What follows belongs to an exercise in optimizing a design on an open flow for a short achievable clock period and few clock cycles; a production flow would make more cautious choices. Function was checked by simulation only, so behaviour that the tests miss may differ from the original.

==> inputs of branch garnet <==
// RV32Core
module RV32Core(
    input wire CPU_CLK,
    input wire CPU_RST,
    output wire [31:0] IMEM_A,
    input wire [31:0] IMEM_RD,
    output wire [31:0] DMEM_A,
    output wire [31:0] DMEM_WD,
    output wire [3:0] DMEM_WE,
    input wire [31:0] DMEM_RD
    );
    wire clk = CPU_CLK;
    wire rst = CPU_RST;
    localparam NBTB = 2;
    reg [31:0] pc_f;           
    reg [31:0] pcn_f;          
    wire [31:0] pcq = ~pcn_f;
    reg        v_i;            
    reg [31:0] pc_i;
    reg        bh_i;           
    reg        skid_v;         
    reg [31:0] skid, skid_pc;
    reg [6:0]  skid_lo;
    reg [31:7] skid_ihi;
    reg        skid_bh;
    reg        v_d;
    reg [31:0] pc_d;
    reg        bh_d;
    reg [31:0] oh1, oh2;       
    reg [4:0]  rs1_d, rs2_d, rd_d;
    reg [2:0]  f3_d;
    reg        ld_d, st_d, br_d, jalr_d, jal_d;
    reg        use1_d, use2_d, wr_d, bimm_d, useA_d, useC_d, useS_d, useM_d;
    reg        rdir_d;         
    reg [31:0] imm_d;
    reg [6:0]  lo_d;            
    reg [31:7] ihi_d;          
    reg        s_add_d, s_sub_d, s_sll_d, s_srl_d, s_sra_d, s_slt_d, s_sltu_d,
               s_xor_d, s_or_d, s_and_d, s_imm_d, s_pcadd_d, s_pc4_d;
    reg        v_e;
    reg [31:0] pc_e;
    reg [4:0]  rd_e;
    reg        wr_e;           
    reg        ld_e, st_e, br_e, jalr_e, jal_e;
    reg [2:0]  f3_e;
    reg [31:0] imm_e;
    reg [31:0] aA, oA, aC, bC, a, o2;
    reg        s_add, s_sub, s_sll, s_srl, s_sra, s_slt, s_sltu, s_xor, s_or, s_and,
               s_pre;
    reg [31:0] pre_e;          
    reg [31:0] pc4_e;
    reg        pt_e;           
    reg [31:0] sum_m, rest_m;   
    reg        sadd_m;
    reg [31:0] dmem_a_q;
    reg [31:0] dmem_wd_q;
    reg [3:0]  dmem_we_q;
    reg [4:0]  rd_m;
    reg        v_m, wr_m, ld_m;
    reg [2:0]  f3_m;
    reg [31:0] res_w;
    reg [4:0]  rd_w;
    reg        wr_w, ld_w;
    reg [31:1] wen_w;          
    reg [2:0]  f3_w;
    reg [1:0]  a_w;
    reg [31:0] rf [1:31];
    reg [NBTB-1:0] btb_v;
  ...
clock: 10.0 ns
lec_check: 0
cap_margin: 20
core_margin: 2
core_utilization: 58
place_density: 0.7
slew_margin: 20
synth_hierarchical: 1
standard.sh (not shown) runs the stock make flow with config.mk's settings and CLKGATE_MAP_FILE= SYNTH_SCRIPT=/design/flow/synth_recipe.tcl, a recipe that flattens the netlist after the stock synthesis.
==> flow/flow/run.sh <==
#!/bin/bash
set -euo pipefail
MARGIN=${MARGIN:-6.8}
bash standard.sh SETUP_SLACK_MARGIN=$MARGIN finish > standard_flow.log 2>&1
==> branch violet: changes against branch garnet <==
--- a/flow/design.v
+++ b/flow/design.v
@@ -39,20 +39,22 @@
     assign rest = ({32{s_sub}} & diff) | shift | logic_r | ({32{s_pre}} & pre) | {31'd0, slt};
 endmodule
 module ALU(
     input wire [31:0] aA, oA, a, o2,
     input wire [31:0] pre,        
     input wire s_add, s_sub, s_sll, s_srl, s_sra, s_slt, s_sltu, s_xor, s_or, s_and,
                s_pre,
-    output wire [31:0] sum,
+    output wire [31:0] sum,       
+    output wire [31:0] sum2,      
     output wire [31:0] rest       
     );
     wire [31:0] diff, shift;
     wire slt;
     Adder32 add(.a(aA), .b(oA), .s(sum));
+    Adder32 add2(.a(aA), .b(oA), .s(sum2));
     Sub32 sub(.a(aA), .b(oA), .d(diff));
     Shifter shu(.a(a), .sh(o2[4:0]), .s_sll(s_sll), .s_srl(s_srl), .s_sra(s_sra), .q(shift));
     SetLess slu(.a(a), .b(o2), .s_slt(s_slt), .s_sltu(s_sltu), .q(slt));
     wire [31:0] logic_r = ({32{s_xor}} & (a ^ o2)) | ({32{s_or}} & (a | o2)) | ({32{s_and}} & (a & o2));
     ResultSel rsel(.diff(diff), .shift(shift), .logic_r(logic_r), .pre(pre), .slt(slt),
                    .s_sub(s_sub), .s_pre(s_pre), .rest(rest));
 endmodule
@@ -155,30 +157,31 @@
     wire [31:0] npc_d = stall ? pc_hold : npc_ns;
     assign npc = taken ? (sel_t ? npc_t : npc_d) : (sel_n ? npc_n : npc_d);
 endmodule
 `timescale 1ns / 1ps
 module TargetLo(
     input wire [31:0] pc,           
     input wire [31:0] ir,           
-    output wire [6:0] lo,           
-    output wire [31:7] imm_hi       
+    output wire [11:0] lo,          
+    output wire [31:12] imm_hi      
     );
     wire [31:0] imm_j = {{11{ir[31]}}, ir[31], ir[19:12], ir[20], ir[30:21], 1'b0};
     wire [31:0] imm_b = {{19{ir[31]}}, ir[31], ir[7], ir[30:25], ir[11:8], 1'b0};
     wire [31:0] imm = ir[2] ? imm_j : imm_b;
-    assign lo = {1'b0, pc[6:1]} + {1'b0, imm[6:1]};
-    assign imm_hi = imm[31:7];
+    assign lo = {1'b0, pc[11:1]} + {1'b0, imm[11:1]};
+    assign imm_hi = imm[31:12];
 endmodule
 module NPC_Generator(
-    input wire [31:7] pc_hi,
-    input wire [31:7] imm_hi,
-    input wire [6:0] lo,
+    input wire [31:12] pc_hi,
+    input wire [31:12] imm_hi,
+    input wire [11:0] lo,
     output wire [31:0] tgt
     );
-    assign tgt = {pc_hi + imm_hi + {24'd0, lo[6]}, lo[5:0], 1'b0};
+    wire [20:0] hs = {pc_hi, lo[11]} + {imm_hi, lo[11]};
+    assign tgt = {hs[20:1], lo[10:0], 1'b0};
 endmodule
 `timescale 1ns / 1ps
 module RegisterFile(
     input wire [32*31-1:0] rf_flat,
     input wire [31:0] oh1, oh2,
     output reg [31:0] rv1, rv2
     );
@@ -210,29 +213,31 @@
     reg [31:0] pcn_f;          
     wire [31:0] pcq = ~pcn_f;
     reg        v_i;            
     reg [31:0] pc_i;
     reg        bh_i;           
     reg        skid_v;         
     reg [31:0] skid, skid_pc;
-    reg [6:0]  skid_lo;
-    reg [31:7] skid_ihi;
+    reg [11:0] skid_lo;
+    reg [31:12] skid_ihi;
     reg        skid_bh;
     reg        v_d;
     reg [31:0] pc_d;
     reg        bh_d;
     reg [31:0] oh1, oh2;       
     reg [4:0]  rs1_d, rs2_d, rd_d;
     reg [2:0]  f3_d;
     reg        ld_d, st_d, br_d, jalr_d, jal_d;
     reg        use1_d, use2_d, wr_d, bimm_d, useA_d, useC_d, useS_d, useM_d;
     reg        rdir_d;         
     reg [31:0] imm_d;
-    reg [6:0]  lo_d;            
-    reg [31:7] ihi_d;          
+    reg [11:0] lo_d;           
+    reg [31:12] ihi_d;         
+    reg [31:12] pchi_d;        
+    reg        held_d;         
     reg        s_add_d, s_sub_d, s_sll_d, s_srl_d, s_sra_d, s_slt_d, s_sltu_d,
                s_xor_d, s_or_d, s_and_d, s_imm_d, s_pcadd_d, s_pc4_d;
     reg        v_e;
     reg [31:0] pc_e;
     reg [4:0]  rd_e;
     reg        wr_e;           
     reg        ld_e, st_e, br_e, jalr_e, jal_e;
@@ -276,25 +281,25 @@
         for (bi = 0; bi < NBTB; bi = bi + 1)
             if (btb_v[bi] && btb_tag[bi] == pcq[31:2]) begin
                 btb_hit = 1'b1;
                 btb_t = btb_t | btb_tgt[bi];
             end
     end
     wire [31:0] pc_f4 = pcq + 32'd4;
-    wire [6:0] lo_i;
-    wire [31:7] ihi_i;
+    wire [11:0] lo_i;
+    wire [31:12] ihi_i;
     wire [31:0] tgt_d;
     TargetLo tgt_lo(.pc(pc_i), .ir(IMEM_RD), .lo(lo_i), .imm_hi(ihi_i));
-    NPC_Generator npc_gen(.pc_hi(pc_d[31:7]), .imm_hi(ihi_d), .lo(lo_d), .tgt(tgt_d));
+    NPC_Generator npc_gen(.pc_hi(pchi_d), .imm_hi(ihi_d), .lo(lo_d), .tgt(tgt_d));
     wire        src_v   = skid_v | v_i;
     wire [31:0] ir      = skid_v ? skid : IMEM_RD;
     wire [31:0] src_pc  = skid_v ? skid_pc : pc_i;
     wire        src_bh  = skid_v ? skid_bh : bh_i;
-    wire [6:0] src_lo  = skid_v ? skid_lo : lo_i;
-    wire [31:7] src_ihi = skid_v ? skid_ihi : ihi_i;
+    wire [11:0] src_lo  = skid_v ? skid_lo : lo_i;
+    wire [31:12] src_ihi = skid_v ? skid_ihi : ihi_i;
     wire [6:0] op = ir[6:0];
     wire [4:0] rd = ir[11:7];
     wire [2:0] f3 = ir[14:12];
     wire [4:0] rs1 = ir[19:15];
     wire [4:0] rs2 = ir[24:20];
     wire       f7b = ir[30];
     wire is_lui   = op == 7'b0110111;
@@ -330,15 +335,15 @@
     RegisterFile rf_read(.rf_flat(rf_flat), .oh1(oh1), .oh2(oh2), .rv1(rv1), .rv2(rv2));
     wire stall, ga1, ga2, ga3, gar, gb1, gb2, gb3, gbr;
     HarzardUnit hz(.rs1(rs1_d), .rs2(rs2_d), .rd_e(rd_e), .rd_m(rd_m), .rd_w(rd_w),
                    .v_d(v_d), .v_e(v_e), .wr_e(wr_e), .ld_e(ld_e), .v_m(v_m), .wr_m(wr_m),
                    .ld_m(ld_m), .wr_w(wr_w), .use1(use1_d), .use2(use2_d), .stall(stall),
                    .ga1(ga1), .ga2(ga2), .ga3(ga3), .gar(gar), .gb1(gb1), .gb2(gb2), .gb3(gb3), .gbr(gbr));
     wire [31:0] wdata;
-    wire [31:0] sum, pcadd, rest_e;    
+    wire [31:0] sum, sum2, pcadd, rest_e;    
     wire [31:0] res_m = sadd_m ? sum_m : rest_m;
     wire [31:0] aA_n, oA_n, aC_n, bC_n, a_n, o2_n;
     EXSegReg opAA(.sum(sum), .rest(rest_e), .res_m(res_m), .wdata(wdata), .rv(rv1), .imm(imm_d),
                   .g_sum(ga1 & useA_d & s_add), .g_rest(ga1 & useA_d & !s_add), .g_m(ga2 & useA_d),
                   .g_w(ga3 & useA_d), .g_rv(gar & useA_d), .g_imm(1'b0), .q(aA_n));
     EXSegReg opOA(.sum(sum), .rest(rest_e), .res_m(res_m), .wdata(wdata), .rv(rv2), .imm(imm_d),
                   .g_sum(gb1 & !bimm_d & useA_d & s_add), .g_rest(gb1 & !bimm_d & useA_d & !s_add),
@@ -353,59 +358,62 @@
     EXSegReg opAM(.sum(sum), .rest(rest_e), .res_m(res_m), .wdata(wdata), .rv(rv1), .imm(imm_d),
                   .g_sum(ga1 & useM_d & s_add), .g_rest(ga1 & useM_d & !s_add), .g_m(ga2 & useM_d),
                   .g_w(ga3 & useM_d), .g_rv(gar & useM_d), .g_imm(1'b0), .q(a_n));
     EXSegReg opOM(.sum(sum), .rest(rest_e), .res_m(res_m), .wdata(wdata), .rv(rv2), .imm(imm_d),
                   .g_sum(gb1 & !bimm_d & useM_d & s_add), .g_rest(gb1 & !bimm_d & useM_d & !s_add),
                   .g_m(gb2 & !bimm_d & useM_d), .g_w(gb3 & !bimm_d & useM_d), .g_rv(gbr & !bimm_d & useM_d),
                   .g_imm(bimm_d & useM_d), .q(o2_n));
-    wire redir_d = v_d && !bh_d && rdir_d;
+    wire redir_d = v_d && !bh_d && rdir_d && !held_d;
     wire [31:0] auipc_d, pc4_d;
     Adder32 addau(.a(pc_d), .b(imm_d), .s(auipc_d));
     assign pc4_d = pc_d + 32'd4;
     wire pt_d = bh_d || redir_d;    
     wire [31:0] b  = bC;
     wire [31:0] pc4 = pc4_e;
     ALU alu(.aA(aA), .oA(oA), .a(a), .o2(o2), .pre(pre_e),
             .s_add(s_add), .s_sub(s_sub), .s_sll(s_sll), .s_srl(s_srl), .s_sra(s_sra),
             .s_slt(s_slt), .s_sltu(s_sltu), .s_xor(s_xor), .s_or(s_or), .s_and(s_and),
-            .s_pre(s_pre), .sum(sum), .rest(rest_e));
+            .s_pre(s_pre), .sum(sum), .sum2(sum2), .rest(rest_e));
     Adder32 addpc(.a(pc_e), .b(imm_e), .s(pcadd));    
     wire taken;
     BranchDecisionMaking bdm(.f3(f3_e), .a(aC), .b(bC), .taken(taken));
     wire act = br_e ? taken : jal_e;          
-    wire misp = v_e && (jalr_e || act != pt_e);
+    reg        jp_v;
+    reg [31:0] jp_t;
+    wire ve = v_e && !jp_v;                   
+    wire misp = jp_v || (ve && (jalr_e || act != pt_e));
     reg [3:0] we_e;
     reg [31:0] wd_e;
     always @(*) begin
         case (f3_e[1:0])
-            2'd0: begin we_e = 4'b0001 << sum[1:0]; wd_e = {4{b[7:0]}}; end
-            2'd1: begin we_e = sum[1] ? 4'b1100 : 4'b0011; wd_e = {2{b[15:0]}}; end
+            2'd0: begin we_e = 4'b0001 << sum2[1:0]; wd_e = {4{b[7:0]}}; end
+            2'd1: begin we_e = sum2[1] ? 4'b1100 : 4'b0011; wd_e = {2{b[15:0]}}; end
             default: begin we_e = 4'b1111; wd_e = b; end
         endcase
-        if (!(v_e && st_e)) we_e = 4'b0000;
+        if (!(ve && st_e)) we_e = 4'b0000;
     end
     DataExt dext(.rd(DMEM_RD), .f3(f3_w), .a(a_w), .ld(ld_w), .res(res_w), .wdata(wdata));
     integer wi;
     always @(posedge clk) begin
         for (wi = 1; wi < 32; wi = wi + 1)
             if (rst) rf[wi] <= 32'd0;
             else if (wen_w[wi]) rf[wi] <= wdata;
     end
     wire take_d0 = redir_d && !stall;
     wire take_d = take_d0 && !misp;
     wire [31:0] npc_ns = redir_d ? tgt_d : btb_hit ? {btb_t, 2'b00} : pc_f4;
-    wire [31:0] jalr_t = {sum[31:1], 1'b0};
-    wire e_jalr = v_e && jalr_e;
-    wire e_nb = v_e && !br_e;                  
+    wire [31:0] jalr_t = {sum2[31:1], 1'b0};
+    wire e_jalr = jp_v;
+    wire e_nb = ve && !br_e && !jalr_e;                  
     wire e_jn = e_nb && jal_e && !pt_e;        
     wire e_xp = e_nb && !jal_e && pt_e;        
-    wire sel_t = e_jalr | (v_e && br_e && !pt_e) | e_jn | e_xp;
-    wire sel_n = e_jalr | (v_e && br_e && pt_e) | e_jn | e_xp;
-    wire [31:0] npc_t = e_jalr ? jalr_t : e_xp ? pc4 : pcadd;
-    wire [31:0] npc_n = e_jalr ? jalr_t : e_jn ? pcadd : pc4;
+    wire sel_t = e_jalr | (ve && br_e && !pt_e) | e_jn | e_xp;
+    wire sel_n = e_jalr | (ve && br_e && pt_e) | e_jn | e_xp;
+    wire [31:0] npc_t = e_jalr ? jp_t : e_xp ? pc4 : pcadd;
+    wire [31:0] npc_n = e_jalr ? jp_t : e_jn ? pcadd : pc4;
     wire [31:0] npc;
     IFSegReg npc_sel(.taken(taken), .sel_t(sel_t), .sel_n(sel_n), .npc_t(npc_t), .npc_n(npc_n),
                      .stall(stall), .pc_hold(pcq), .npc_ns(npc_ns), .npc(npc));
     reg btbu_v;
     reg [29:0] btbu_pc, btbu_tgt;
     integer wj;
     always @(posedge clk) begin
@@ -419,34 +427,36 @@
             v_m <= 1'b0;
             wr_w <= 1'b0;
             wen_w <= 31'd0;
             dmem_we_q <= 4'd0;
             btb_v <= {NBTB{1'b0}};
             btb_ptr <= 1'b0;
             btbu_v <= 1'b0;
+            jp_v <= 1'b0;
         end else begin
             pc_f <= npc;
             pcn_f <= ~npc;
             v_i <= !(misp || take_d);
             if (misp || take_d) begin
                 v_d <= 1'b0;
                 skid_v <= 1'b0;
             end else if (stall) begin
                 if (v_i) skid_v <= 1'b1;
             end else begin
                 v_d <= src_v;
                 skid_v <= 1'b0;
             end
             v_e <= v_d && !stall && !misp;
-            v_m <= v_e;
+            v_m <= ve;
+            jp_v <= ve && jalr_e;
             dmem_we_q <= we_e;    
             wr_w <= v_m && wr_m;
             for (wj = 1; wj < 32; wj = wj + 1)
                 wen_w[wj] <= v_m && wr_m && rd_m == wj;
-            btbu_v <= v_e && act;
+            btbu_v <= ve && act;
             if (btbu_v) begin : upd
                 reg found;
                 integer k;
                 found = 1'b0;
                 for (k = 0; k < NBTB; k = k + 1)
                     if (btb_v[k] && btb_tag[k] == btbu_pc) found = 1'b1;
                 if (!found) begin
@@ -462,19 +472,21 @@
         if (stall && !skid_v) begin
             skid <= IMEM_RD;
             skid_pc <= pc_i;
             skid_bh <= bh_i;
             skid_lo <= lo_i;
             skid_ihi <= ihi_i;
         end
+        lo_d <= src_lo;
+        ihi_d <= src_ihi;
+        pchi_d <= src_pc[31:12];
+        held_d <= stall;
         if (!stall) begin
             pc_d <= src_pc;
             bh_d <= src_bh;
-            lo_d <= src_lo;
-            ihi_d <= src_ihi;
             oh1 <= src_oh1;
             oh2 <= src_oh2;
             rs1_d <= rs1;
             rs2_d <= rs2;
             rd_d <= rd;
             f3_d <= f3;
             ld_d <= is_ld;
@@ -532,28 +544,29 @@
         s_xor <= s_xor_d;
         s_or <= s_or_d;
         s_and <= s_and_d;
         s_pre <= s_imm_d | s_pcadd_d | s_pc4_d;
         pre_e <= s_imm_d ? imm_d : s_pcadd_d ? auipc_d : pc4_d;
         pc4_e <= pc4_d;
         pt_e <= pt_d;
-        sum_m <= sum;
+        sum_m <= sum2;
         rest_m <= rest_e;
         sadd_m <= s_add;
-        dmem_a_q <= sum;
+        dmem_a_q <= sum2;
         dmem_wd_q <= wd_e;
         rd_m <= rd_e;
         wr_m <= wr_e;
         ld_m <= ld_e;
         f3_m <= f3_e;
         res_w <= res_m;
         rd_w <= rd_m;
         ld_w <= ld_m;
         f3_w <= f3_m;
         a_w <= dmem_a_q[1:0];
+        jp_t <= jalr_t;
         btbu_pc <= pc_e[31:2];
         btbu_tgt <= pcadd[31:2];
         if (btbu_v && !rst) begin : upd2
             reg found;
             integer k;
             found = 1'b0;
             for (k = 0; k < NBTB; k = k + 1)
Settings changed: CORE_UTILIZATION 58 to 50, PLACE_DENSITY 0.7 to 0.65, TNS_END_PERCENT from default to 20.
==> flow_summary.ini <==
[run_status]
status = no timing/DRC/antenna violations

[worst_setup_path]
path_common_cell = fa_2
r2r_end = pc_f[25]$_SDFF_PP0_
cp_slowest_cell = fa_2

[finish]
synthToLayoutAreaGrowth_pct = 15.5

[route]
route.vias.total = 96400
wl_met1_um = 158000

[power]
powerComb_mw = 1.44
p_int_mw = 14.2

[sta]
min_period_ns = 3.59

[clock_tree]
cts_resized = 1010
cts_sinks = 2108

[global_route]
met3_usage_pct = 15.5

[floorplan]
row_count = 157
# the run above: branch garnet

==> flow_summary.ini <==
[floorplan]
row_count = 170

[power]
powerComb_mw = 1.50
p_int_mw = 14.5

[finish]
synthToLayoutAreaGrowth_pct = 15.5
seq_cells = 2130

[clock_tree]
cts_sinks = 2130

[global_route]
met3_usage_pct = 10.4

[sta]
hold_viol_final = 0

[worst_setup_path]
r2r_end = o2[0]$_DFF_P_

[logic_synthesis]
synth_area_um2 = 108000

[route]
wl_met1_um = 166000
route.vias.total = 96100

[run_status]
status = no timing/DRC/antenna violations
# the run above: branch violet

Testbench counts of branch garnet, summed over its fixed seeds: cycles 228,080.
Testbench counts of branch violet, summed over its fixed seeds: cycles 229,130.

-- afterwards: timing with drivers on the ports --
Ports are ideal in the flow. The routed layouts listed here were re-timed in OpenROAD. Step 1, drivers: a clkbuf_16 drives CPU_CLK and a buf_2 each remaining input, both assumed. Step 2 adds t to the input delays and takes it off the output delays; t is the mean of the earliest and latest rising clock arrival at the registers after step 1. Input paths then give back, and output paths get back, about the clock's delay inside the block. Three values: ideal ports, drivers, drivers and shift; two values: the first two.
run	t (ns)	setup WS [ns]	worst hold slack (ns)
branch garnet	0.975	6.408 / 6.408 / 5.793	0.324 / 0.324 / 0.324
branch violet	0.974	6.491 / 6.429 / 5.594	0.333 / 0.333 / 0.333
After both steps every run listed still meets setup and hold. The setup slack of branch violet, which loses most, moves by -0.062 ns with the drivers and by -0.897 ns with both steps.
